From an optimization exercise on the open Yosys and OpenROAD flow, aimed at small area, a short achievable clock period and few clock cycles per item; shortcuts taken in it are not production practice. RTL that was checked went through simulation tests only; none was proved equivalent to the original. No activity file was given, so power comes from the tool's default toggle rates.

==> inputs of run X <==
## Neuron
module Neuron (
 input clk,
 input GlobalReset,             
 input Input_Valid,             
 input [11:0] Bias,             
 output Idle,
 input [335:0] Row_Wgt,         
 input [27:0] Row_Pix,          
 output Row_Ready,              
 output [18:0] NeuronOutput,
 output OutputReady);
clock: 4.0 ns
lec_check: 0
cap_margin: 20
core_margin: 2
core_utilization: 40
cts_buf_list: sky130_fd_sc_hd__clkbuf_8
cts_cluster_diameter: 60
cts_cluster_size: 16
place_density: 0.6
setup_slack_margin: 1.6
slew_margin: 20
synth_hierarchical: 1
synth_minimum_keep_size: 0
standard.sh (not shown) runs the stock make flow with config.mk's settings and CLKGATE_MAP_FILE= SYNTH_SCRIPT=/design/flow/synth_recipe.tcl, a recipe that flattens the netlist after the stock synthesis.
==> flow/flow/run.sh <==
#!/bin/bash
# The standard layout (the standard.sh: standard synthesis, then ORFS to
# finish), with the ports buffered by sky130_fd_sc_hd__buf_1 cells instead of
# the delay buffers buffer_ports picks by default. Make's output goes to
# flow.log; each ORFS step keeps its own log under orfs/logs/.
set -euo pipefail
bash standard.sh "BUFFER_PORTS_ARGS=-buffer_cell sky130_fd_sc_hd__buf_1" finish > flow.log 2>&1
==> run Y: changes against run X <==
--- a/flow/design.v
+++ b/flow/design.v
@@ -518,46 +518,51 @@
  output Idle,
  input [335:0] Row_Wgt,         
  input [27:0] Row_Pix,          
  output Row_Ready,              
  output [18:0] NeuronOutput,
  output OutputReady);
 reg busy;
+reg idle_r;
 reg take_r;
 reg [5:0] cyc;       
 reg o_OutputReady;
-wire start = Input_Valid & ~busy;
+wire start = Input_Valid & idle_r;
 wire take = start | take_r;
-assign Idle = ~busy;
+assign Idle = idle_r;
 assign Row_Ready = take;
 assign OutputReady = o_OutputReady;
 reg [1:0] vld_r;    
 always @(posedge clk or negedge GlobalReset) begin
   if (!GlobalReset) begin
     busy <= 1'b0;
+    idle_r <= 1'b0;
     take_r <= 1'b0;
     cyc <= 6'd0;
     o_OutputReady <= 1'b0;
     vld_r <= 0;
   end else begin
     vld_r <= {vld_r[0:0], take};
     if (start) begin
       busy <= 1'b1;
+      idle_r <= 1'b0;
       take_r <= 1'b1;
       cyc <= 6'd1;
       o_OutputReady <= 1'b0;
     end else if (busy) begin
       cyc <= cyc + 6'd1;
       if (cyc == 6'd27)
         take_r <= 1'b0;
       if (cyc == 6'd30) begin
         busy <= 1'b0;
+        idle_r <= 1'b1;
         o_OutputReady <= 1'b1;
       end
-    end
+    end else
+      idle_r <= 1'b1;
   end
 end
 wire [11:0] pp [0:27];
 genvar g;
 generate
 for (g = 0; g < 28; g = g + 1) begin : PP
   assign pp[g] = ~(Row_Wgt[12*g +: 12] & {12{Row_Pix[g]}});
Settings changed: CORE_UTILIZATION 40 to 55, CTS_CLUSTER_DIAMETER 60 to 50, CTS_CLUSTER_SIZE 16 to 24, PLACE_DENSITY 0.6 to 0.75.
==> run K: changes against run X <==
Settings changed: CORE_UTILIZATION 40 to 55, PLACE_DENSITY 0.6 to 0.75.
==> comparison <==
- First-iteration DRC count: run X < run K < run Y.
- Run Y went through all stages and came out clean. Run K passed the timing, DRC and antenna checks. Run X finished with timing, DRC and antenna clean.
- Clock skew: run X < run K < run Y.
- Against run Y, the setup slack of run K is worse by 7.1 ps.
- Between run K and run X, the lower cell count is in run K (gap about 6.5%, measured against run X).
- In critical path depth, run X and run Y do not differ.
- In run X the sequential share of layout area is lower than in run Y, by 0.15 points.
- Total power: run K is smaller than run X (about 2.4%).
- Against run Y, the synthesized area of run K is lower by about 0.35%.
- Core utilization, lowest first: run X, run K, run Y.
- Between run X and run Y, the lower die area is in run Y (gap about 36%, measured against run Y).
- Count of clock-buffer cells in the layout: run K < run X < run Y.
Testbench counts of run X, summed over its fixed seeds: cycles 5,960, items 192.
Testbench counts of run Y, summed over its fixed seeds: cycles 5,960, items 192.
Testbench counts of run K, summed over its fixed seeds: cycles 5,960, items 192.

========
==> willow <==
Neuron, a different RTL version from the one above (not shown whole).
export LEC_CHECK = 0
export CAP_MARGIN = 20
export CORE_MARGIN = 2
export CORE_UTILIZATION = 40
export PLACE_DENSITY = 0.6
export SETUP_SLACK_MARGIN = 0.8
export SLEW_MARGIN = 20
export SYNTH_HIERARCHICAL = 1
export SYNTH_MINIMUM_KEEP_SIZE = 0
create_clock -name core_clock -period 4.0 [get_ports {clk}]
Scripts as last shown in full above: flow/flow/run.sh
==> ember (differences from willow) <==
--- a/flow/design.v
+++ b/flow/design.v
@@ -546,13 +546,13 @@
       cyc <= 6'd1;
       o_OutputReady <= 1'b0;
     end else if (busy) begin
       cyc <= cyc + 6'd1;
       if (cyc == 6'd27)
         take_r <= 1'b0;
-      if (cyc == 6'd28) begin
+      if (cyc == 6'd29) begin
         busy <= 1'b0;
         o_OutputReady <= 1'b1;
       end
     end
   end
 end
@@ -1746,13 +1746,16 @@
     acc_s <= ~{7'd0, Bias};
     acc_c <= {19{1'b1}};
   end else if (vld_r[0]) begin
     acc_s <= {accl3_fc337, accl3_fs337, accl3_fc336, accl3_hc1, accl3_fc335, accl3_fc334, accl3_fc333, accl3_fc332, accl3_fc331, accl3_fc330, accl3_fc329, accl3_fc328, accl3_fc327, accl3_hc0, accl3_fc326, accl3_fs326, accl2_fs312, accl1_fs288, accl0_fs261};
     acc_c <= {accl3_hs2, 1'b1, accl2_fs325, accl3_fs336, accl3_hs1, accl3_fs335, accl3_fs334, accl3_fs333, accl3_fs332, accl3_fs331, accl3_fs330, accl3_fs329, accl3_fs328, accl3_fs327, accl3_hs0, 1'b1, 1'b1, ac_in[1], ac_in[0]};
   end
-assign NeuronOutput = ~(acc_s + acc_c + 19'd1);
+reg [18:0] o_NeuronOutput;
+always @(posedge clk)
+  o_NeuronOutput <= ~(acc_s + acc_c + 19'd1);
+assign NeuronOutput = o_NeuronOutput;
 endmodule
 module FA (input a, input b, input c, output s, output co);
 assign s = a ^ b ^ c;
 assign co = (a & b) | (a & c) | (b & c);
 endmodule
 module HAN (input a, input b, output s, output co);
Settings changed: SETUP_SLACK_MARGIN 0.8 to 1.1.
==> garnet (differences from willow) <==
--- a/flow/design.v
+++ b/flow/design.v
@@ -546,13 +546,13 @@
       cyc <= 6'd1;
       o_OutputReady <= 1'b0;
     end else if (busy) begin
       cyc <= cyc + 6'd1;
       if (cyc == 6'd27)
         take_r <= 1'b0;
-      if (cyc == 6'd28) begin
+      if (cyc == 6'd29) begin
         busy <= 1'b0;
         o_OutputReady <= 1'b1;
       end
     end
   end
 end
@@ -1746,13 +1746,16 @@
     acc_s <= ~{7'd0, Bias};
     acc_c <= {19{1'b1}};
   end else if (vld_r[0]) begin
     acc_s <= {accl3_fc337, accl3_fs337, accl3_fc336, accl3_hc1, accl3_fc335, accl3_fc334, accl3_fc333, accl3_fc332, accl3_fc331, accl3_fc330, accl3_fc329, accl3_fc328, accl3_fc327, accl3_hc0, accl3_fc326, accl3_fs326, accl2_fs312, accl1_fs288, accl0_fs261};
     acc_c <= {accl3_hs2, 1'b1, accl2_fs325, accl3_fs336, accl3_hs1, accl3_fs335, accl3_fs334, accl3_fs333, accl3_fs332, accl3_fs331, accl3_fs330, accl3_fs329, accl3_fs328, accl3_fs327, accl3_hs0, 1'b1, 1'b1, ac_in[1], ac_in[0]};
   end
-assign NeuronOutput = ~(acc_s + acc_c + 19'd1);
+reg [18:0] o_NeuronOutput;
+always @(posedge clk)
+  o_NeuronOutput <= ~(acc_s + acc_c + 19'd1);
+assign NeuronOutput = o_NeuronOutput;
 endmodule
 module FA (input a, input b, input c, output s, output co);
 assign s = a ^ b ^ c;
 assign co = (a & b) | (a & c) | (b & c);
 endmodule
 module HAN (input a, input b, output s, output co);
Settings changed: SETUP_SLACK_MARGIN 0.8 to 0.5.
==> flow_results.org <==
** Global routing
- Global routing consumed, on the met2 layer, 44.18% of the routing resources.

** Run status
- The run finished with no timing, DRC or antenna violations.

** Floorplanning
- In this run the vertical extent of the chip is 180.5 um.

** Critical path
- At the worst endpoint, the required time is 4290 ps.
- CP endpoint :: p0_9_5$_DFF_P_

** Power
- Combinational cells consume a total of 0.00839 W.
- Clock share of power :: 11.6%

** Finish
- At the end of the flow, the number of nets in the layout was 2207.
- Area used by multi-input combinational logic :: 9255 um2
the above is filed under garnet

==> flow_results.org <==
** Finish
- Area used by multi-input combinational logic :: 9608 um2

** Global routing
- Grt met2 use :: 52.46%

** Run status
- Outcome :: complete, no violations

** Critical path
- Req. time, crit path :: 4300 ps
- The most critical setup path has its endpoint at p0_4_5$_DFF_P_.
the above is filed under ember

==> flow_results.org <==
** Finish
- NumNets Final :: 2194

** Global routing
- Grt met2 use :: 44.83%

** Critical path
- CP endpoint :: NeuronOutput[16]
- Data on the critical path is required at its endpoint by 3200 ps.

** Power
- Clock share of power :: 11.9%
- For the combinational group, total power comes out at 0.00939 W.

** Run status
- Outcome :: complete, no violations

** Floorplanning
- The die is 177.9 um tall.
the above is filed under willow

Testbench counts of ember, summed over its fixed seeds: cycles 5,768, items 192.
Testbench counts of garnet, summed over its fixed seeds: cycles 5,768, items 192.
For willow, only the layout was checked, not whether the RTL still works.

========
==> run a: inputs <==
Another version of the RTL of Neuron (not shown whole).
==> flow/config.mk <==
export PLATFORM = sky130hd
export DESIGN_NAME = Neuron
export DESIGN_NICKNAME = Neuron
export VERILOG_FILES = /design/flow/design.v
export SDC_FILE = /design/flow/constraint.sdc
export NUM_CORES = 4
export LEC_CHECK = 0
export CAP_MARGIN = 20
export CORE_MARGIN = 2
export CORE_UTILIZATION = 40
export PLACE_DENSITY = 0.6
export SETUP_SLACK_MARGIN = 0.8
export SLEW_MARGIN = 20
export SYNTH_HIERARCHICAL = 1
export SYNTH_MINIMUM_KEEP_SIZE = 0
==> flow/constraint.sdc <==
create_clock -name core_clock -period 4.0 [get_ports {clk}]
set_input_delay 0.8000 -clock core_clock [delete_from_list [all_inputs] [get_ports {clk}]]
set_output_delay 0.8000 -clock core_clock [all_outputs]
set_load 0.01 [all_outputs]
Scripts as last shown in full above: flow/flow/run.sh
==> run b (differences from run a) <==
--- a/flow/design.v
+++ b/flow/design.v
@@ -528,24 +528,21 @@
 reg o_OutputReady;
 wire start = Input_Valid & ~busy;
 wire take = start | take_r;
 assign Idle = ~busy;
 assign Row_Ready = take;
 assign OutputReady = o_OutputReady;
-reg [0:0] vld_r;    
 always @(posedge clk or negedge GlobalReset) begin
   if (!GlobalReset) begin
     busy <= 1'b0;
     take_r <= 1'b0;
     first_r <= 1'b0;
     cyc <= 6'd0;
     o_OutputReady <= 1'b0;
-    vld_r <= 0;
   end else begin
     first_r <= start;
-    vld_r[0] <= take;
     if (start) begin
       busy <= 1'b1;
       take_r <= 1'b1;
       cyc <= 6'd1;
       o_OutputReady <= 1'b0;
     end else if (busy) begin
@@ -1426,87 +1423,87 @@
 reg p0_13_1;
 reg p0_13_2;
 reg p0_13_3;
 reg p0_14_0;
 reg p0_14_1;
 always @(posedge clk) begin
-  p0_0_0 <= s0l2_fs180;
-  p0_0_1 <= pp[27][0];
-  p0_1_0 <= s0l3_fs228;
-  p0_1_1 <= s0l2_fs183;
-  p0_1_2 <= pp[27][1];
-  p0_2_0 <= s0l3_fc228;
-  p0_2_1 <= s0l3_fs229;
-  p0_2_2 <= s0l3_fs230;
-  p0_2_3 <= s0l2_fs187;
-  p0_2_4 <= pp[27][2];
-  p0_3_0 <= s0l3_fc229;
-  p0_3_1 <= s0l3_fc230;
-  p0_3_2 <= s0l3_fs231;
-  p0_3_3 <= s0l3_fs232;
-  p0_3_4 <= s0l3_fs233;
-  p0_4_0 <= s0l3_fc231;
-  p0_4_1 <= s0l3_fc232;
-  p0_4_2 <= s0l3_fc233;
-  p0_4_3 <= s0l3_fs234;
-  p0_4_4 <= s0l3_fs235;
-  p0_4_5 <= s0l3_fs236;
-  p0_5_0 <= s0l3_fc234;
-  p0_5_1 <= s0l3_fc235;
-  p0_5_2 <= s0l3_fc236;
-  p0_5_3 <= s0l3_fs237;
-  p0_5_4 <= s0l3_fs238;
-  p0_5_5 <= s0l3_fs239;
-  p0_6_0 <= s0l3_fc237;
-  p0_6_1 <= s0l3_fc238;
-  p0_6_2 <= s0l3_fc239;
-  p0_6_3 <= s0l3_fs240;
-  p0_6_4 <= s0l3_fs241;
-  p0_6_5 <= s0l3_fs242;
-  p0_7_0 <= s0l3_fc240;
-  p0_7_1 <= s0l3_fc241;
-  p0_7_2 <= s0l3_fc242;
-  p0_7_3 <= s0l3_fs243;
-  p0_7_4 <= s0l3_fs244;
-  p0_7_5 <= s0l3_fs245;
-  p0_8_0 <= s0l3_fc243;
-  p0_8_1 <= s0l3_fc244;
-  p0_8_2 <= s0l3_fc245;
-  p0_8_3 <= s0l3_fs246;
-  p0_8_4 <= s0l3_fs247;
-  p0_8_5 <= s0l3_fs248;
-  p0_9_0 <= s0l3_fc246;
-  p0_9_1 <= s0l3_fc247;
-  p0_9_2 <= s0l3_fc248;
-  p0_9_3 <= s0l3_fs249;
-  p0_9_4 <= s0l3_fs250;
-  p0_9_5 <= s0l3_fs251;
-  p0_10_0 <= s0l3_fc249;
-  p0_10_1 <= s0l3_fc250;
-  p0_10_2 <= s0l3_fc251;
-  p0_10_3 <= s0l3_fs252;
-  p0_10_4 <= s0l3_fs253;
-  p0_10_5 <= s0l3_fs254;
-  p0_11_0 <= s0l3_fc252;
-  p0_11_1 <= s0l3_fc253;
-  p0_11_2 <= s0l3_fc254;
-  p0_11_3 <= s0l3_fs255;
-  p0_11_4 <= s0l3_fs256;
-  p0_11_5 <= s0l3_fs257;
-  p0_12_0 <= s0l3_fc255;
-  p0_12_1 <= s0l3_fc256;
-  p0_12_2 <= s0l3_fc257;
-  p0_12_3 <= s0l3_fs258;
-  p0_12_4 <= s0l3_fs259;
-  p0_12_5 <= s0l2_fs226;
-  p0_13_0 <= s0l3_fc258;
-  p0_13_1 <= s0l3_fc259;
-  p0_13_2 <= s0l3_fs260;
-  p0_13_3 <= s0l2_fs227;
-  p0_14_0 <= s0l3_fc260;
-  p0_14_1 <= s0l2_fc227;
+  p0_0_0 <= s0l2_fs180 | ~take;
+  p0_0_1 <= pp[27][0] | ~take;
+  p0_1_0 <= s0l3_fs228 | ~take;
+  p0_1_1 <= s0l2_fs183 | ~take;
+  p0_1_2 <= pp[27][1] | ~take;
+  p0_2_0 <= s0l3_fc228 | ~take;
+  p0_2_1 <= s0l3_fs229 | ~take;
+  p0_2_2 <= s0l3_fs230 | ~take;
+  p0_2_3 <= s0l2_fs187 | ~take;
+  p0_2_4 <= pp[27][2] | ~take;
+  p0_3_0 <= s0l3_fc229 | ~take;
+  p0_3_1 <= s0l3_fc230 | ~take;
+  p0_3_2 <= s0l3_fs231 | ~take;
+  p0_3_3 <= s0l3_fs232 | ~take;
+  p0_3_4 <= s0l3_fs233 | ~take;
+  p0_4_0 <= s0l3_fc231 | ~take;
+  p0_4_1 <= s0l3_fc232 | ~take;
+  p0_4_2 <= s0l3_fc233 | ~take;
+  p0_4_3 <= s0l3_fs234 | ~take;
+  p0_4_4 <= s0l3_fs235 | ~take;
+  p0_4_5 <= s0l3_fs236 | ~take;
+  p0_5_0 <= s0l3_fc234 | ~take;
+  p0_5_1 <= s0l3_fc235 | ~take;
+  p0_5_2 <= s0l3_fc236 | ~take;
+  p0_5_3 <= s0l3_fs237 | ~take;
+  p0_5_4 <= s0l3_fs238 | ~take;
+  p0_5_5 <= s0l3_fs239 | ~take;
+  p0_6_0 <= s0l3_fc237 | ~take;
+  p0_6_1 <= s0l3_fc238 | ~take;
+  p0_6_2 <= s0l3_fc239 | ~take;
+  p0_6_3 <= s0l3_fs240 | ~take;
+  p0_6_4 <= s0l3_fs241 | ~take;
+  p0_6_5 <= s0l3_fs242 | ~take;
+  p0_7_0 <= s0l3_fc240 | ~take;
+  p0_7_1 <= s0l3_fc241 | ~take;
+  p0_7_2 <= s0l3_fc242 | ~take;
+  p0_7_3 <= s0l3_fs243 | ~take;
+  p0_7_4 <= s0l3_fs244 | ~take;
+  p0_7_5 <= s0l3_fs245 | ~take;
+  p0_8_0 <= s0l3_fc243 | ~take;
+  p0_8_1 <= s0l3_fc244 | ~take;
+  p0_8_2 <= s0l3_fc245 | ~take;
+  p0_8_3 <= s0l3_fs246 | ~take;
+  p0_8_4 <= s0l3_fs247 | ~take;
+  p0_8_5 <= s0l3_fs248 | ~take;
+  p0_9_0 <= s0l3_fc246 | ~take;
+  p0_9_1 <= s0l3_fc247 | ~take;
+  p0_9_2 <= s0l3_fc248 | ~take;
+  p0_9_3 <= s0l3_fs249 | ~take;
+  p0_9_4 <= s0l3_fs250 | ~take;
+  p0_9_5 <= s0l3_fs251 | ~take;
+  p0_10_0 <= s0l3_fc249 | ~take;
+  p0_10_1 <= s0l3_fc250 | ~take;
+  p0_10_2 <= s0l3_fc251 | ~take;
+  p0_10_3 <= s0l3_fs252 | ~take;
+  p0_10_4 <= s0l3_fs253 | ~take;
+  p0_10_5 <= s0l3_fs254 | ~take;
+  p0_11_0 <= s0l3_fc252 | ~take;
+  p0_11_1 <= s0l3_fc253 | ~take;
+  p0_11_2 <= s0l3_fc254 | ~take;
+  p0_11_3 <= s0l3_fs255 | ~take;
+  p0_11_4 <= s0l3_fs256 | ~take;
+  p0_11_5 <= s0l3_fs257 | ~take;
+  p0_12_0 <= s0l3_fc255 | ~take;
+  p0_12_1 <= s0l3_fc256 | ~take;
+  p0_12_2 <= s0l3_fc257 | ~take;
+  p0_12_3 <= s0l3_fs258 | ~take;
+  p0_12_4 <= s0l3_fs259 | ~take;
+  p0_12_5 <= s0l2_fs226 | ~take;
+  p0_13_0 <= s0l3_fc258 | ~take;
+  p0_13_1 <= s0l3_fc259 | ~take;
+  p0_13_2 <= s0l3_fs260 | ~take;
+  p0_13_3 <= s0l2_fs227 | ~take;
+  p0_14_0 <= s0l3_fc260 | ~take;
+  p0_14_1 <= s0l2_fc227 | ~take;
 end
 reg [18:0] acc_s, acc_c;
 wire [18:0] as_in = acc_s |{19{first_r}};
 wire [18:0] ac_in = acc_c |{19{first_r}};
 wire [11:0] bias_in = ~(bias_r & {12{first_r}});
 wire accl0_fs261;
@@ -1788,17 +1785,16 @@
 FA u_accl3_f346 (.a(accl2_fc332), .b(accl2_fs333), .c(accl1_fs319), .s(accl3_fs346), .co(accl3_fc346));
 FA u_accl3_f347 (.a(accl2_fc333), .b(accl2_fs334), .c(accl1_hs2), .s(accl3_fs347), .co(accl3_fc347));
 FA u_accl3_f348 (.a(accl2_fc334), .b(accl2_fs335), .c(ac_in[14]), .s(accl3_fs348), .co(accl3_fc348));
 FA u_accl3_f349 (.a(accl2_fc335), .b(accl1_fc321), .c(accl1_fs322), .s(accl3_fs349), .co(accl3_fc349));
 FA u_accl3_f350 (.a(accl2_fc336), .b(as_in[17]), .c(ac_in[17]), .s(accl3_fs350), .co(accl3_fc350));
 HAN u_accl3_h3 (.a(as_in[18]), .b(ac_in[18]), .s(accl3_hs3), .co(accl3_hc3));
-always @(posedge clk)
-  if (vld_r[0]) begin
-    acc_s <= {accl3_fc350, accl3_fs350, accl3_fc349, accl3_fc348, accl3_fc347, accl3_fc346, accl3_fc345, accl3_fc344, accl3_fc343, accl3_fc342, accl3_fc341, accl3_fc340, accl3_fc339, accl3_fc338, accl3_fc337, accl3_fs337, accl2_fs323, accl1_fc297, accl1_fs297};
-    acc_c <= {accl3_hs3, 1'b1, accl2_fs336, accl3_fs349, accl3_fs348, accl3_fs347, accl3_fs346, accl3_fs345, accl3_fs344, accl3_fs343, accl3_fs342, accl3_fs341, accl3_fs340, accl3_fs339, accl3_fs338, 1'b1, 1'b1, accl1_fs298, 1'b1};
-  end
+always @(posedge clk) begin
+  acc_s <= {accl3_fc350, accl3_fs350, accl3_fc349, accl3_fc348, accl3_fc347, accl3_fc346, accl3_fc345, accl3_fc344, accl3_fc343, accl3_fc342, accl3_fc341, accl3_fc340, accl3_fc339, accl3_fc338, accl3_fc337, accl3_fs337, accl2_fs323, accl1_fc297, accl1_fs297};
+  acc_c <= {accl3_hs3, 1'b1, accl2_fs336, accl3_fs349, accl3_fs348, accl3_fs347, accl3_fs346, accl3_fs345, accl3_fs344, accl3_fs343, accl3_fs342, accl3_fs341, accl3_fs340, accl3_fs339, accl3_fs338, 1'b1, 1'b1, accl1_fs298, 1'b1};
+end
 assign NeuronOutput = ~acc_s + ~acc_c;
 endmodule
 module FA (input a, input b, input c, output s, output co);
 assign s = a ^ b ^ c;
 assign co = (a & b) | (a & c) | (b & c);
 endmodule
--- a/flow/config.mk
+++ b/flow/config.mk
@@ -6,10 +6,9 @@
 export NUM_CORES = 4
 export LEC_CHECK = 0
 export CAP_MARGIN = 20
 export CORE_MARGIN = 2
 export CORE_UTILIZATION = 40
 export PLACE_DENSITY = 0.6
-export SETUP_SLACK_MARGIN = 0.8
 export SLEW_MARGIN = 20
 export SYNTH_HIERARCHICAL = 1
 export SYNTH_MINIMUM_KEEP_SIZE = 0
==> comparison <==
Between run a and run b, the lower sequential share of layout area is in run b (gap 2.5 points). Between run b and run a, the lower non-clock buffer count is in run b (gap 10). Via count: run a is lower than run b (about 3%). Against run b, the clock-buffer cell count of run a is lower by 6. Of run b and run a, run b has the higher cell area (gap 1.3%, measured against run a). Run b completed without violations. Run a completed with no timing, DRC or antenna violations. Of run b and run a, run b has the higher die area (gap 1.7%, measured against run a).
Testbench counts of run a, summed over its fixed seeds: cycles 5,576, items 192.
No functional check of the RTL was part of run b.

## static timing again, ports no longer ideal
The flow's constraints put no driver on any port. The routed layouts listed below were extracted and timed again, unchanged, in two steps. Step 1 (the two cells are an assumption about what drives the block):
set clk [get_ports {clk}]
set_driving_cell -lib_cell sky130_fd_sc_hd__clkbuf_16 $clk
set_driving_cell -lib_cell sky130_fd_sc_hd__buf_2 [delete_from_list [all_inputs] $clk]
Step 2 times the ports against the registers' clock, not the clock port: input delays grow and output delays shrink by t, the midpoint of the rising clock arrivals with the driver on. Slacks: no drivers / after step 1 / after step 2; pairs: no drivers / after step 1.
run	t, ns	setup WS [ns]	worst hold slack (ns)
run X	0.562	1.548 / 1.568 / 1.006	0.230 / 0.211 / 0.397
run Y	0.559	1.591 / 1.612 / 1.053	0.229 / 0.210 / 0.419
run K	0.550	1.584 / 1.599 / 1.049	0.220 / 0.202 / 0.413
willow	0.464	0.683 / 0.636 / 0.383	0.343 / 0.319 / 0.488
ember	0.459	1.021 / 1.041 / 0.582	0.338 / 0.319 / 0.464
garnet	0.462	0.869 / 0.894 / 0.433	0.364 / 0.342 / 0.450
run a	0.463	0.741 / 0.700 / 0.487	0.358 / 0.340 / 0.475
run b	0.457	0.492 / 0.449 / 0.169	0.334 / 0.313 / 0.481
After both steps every run listed still meets setup and hold. The setup slack of run X, which loses most, moves by +0.020 ns with the drivers and by -0.542 ns with both steps.
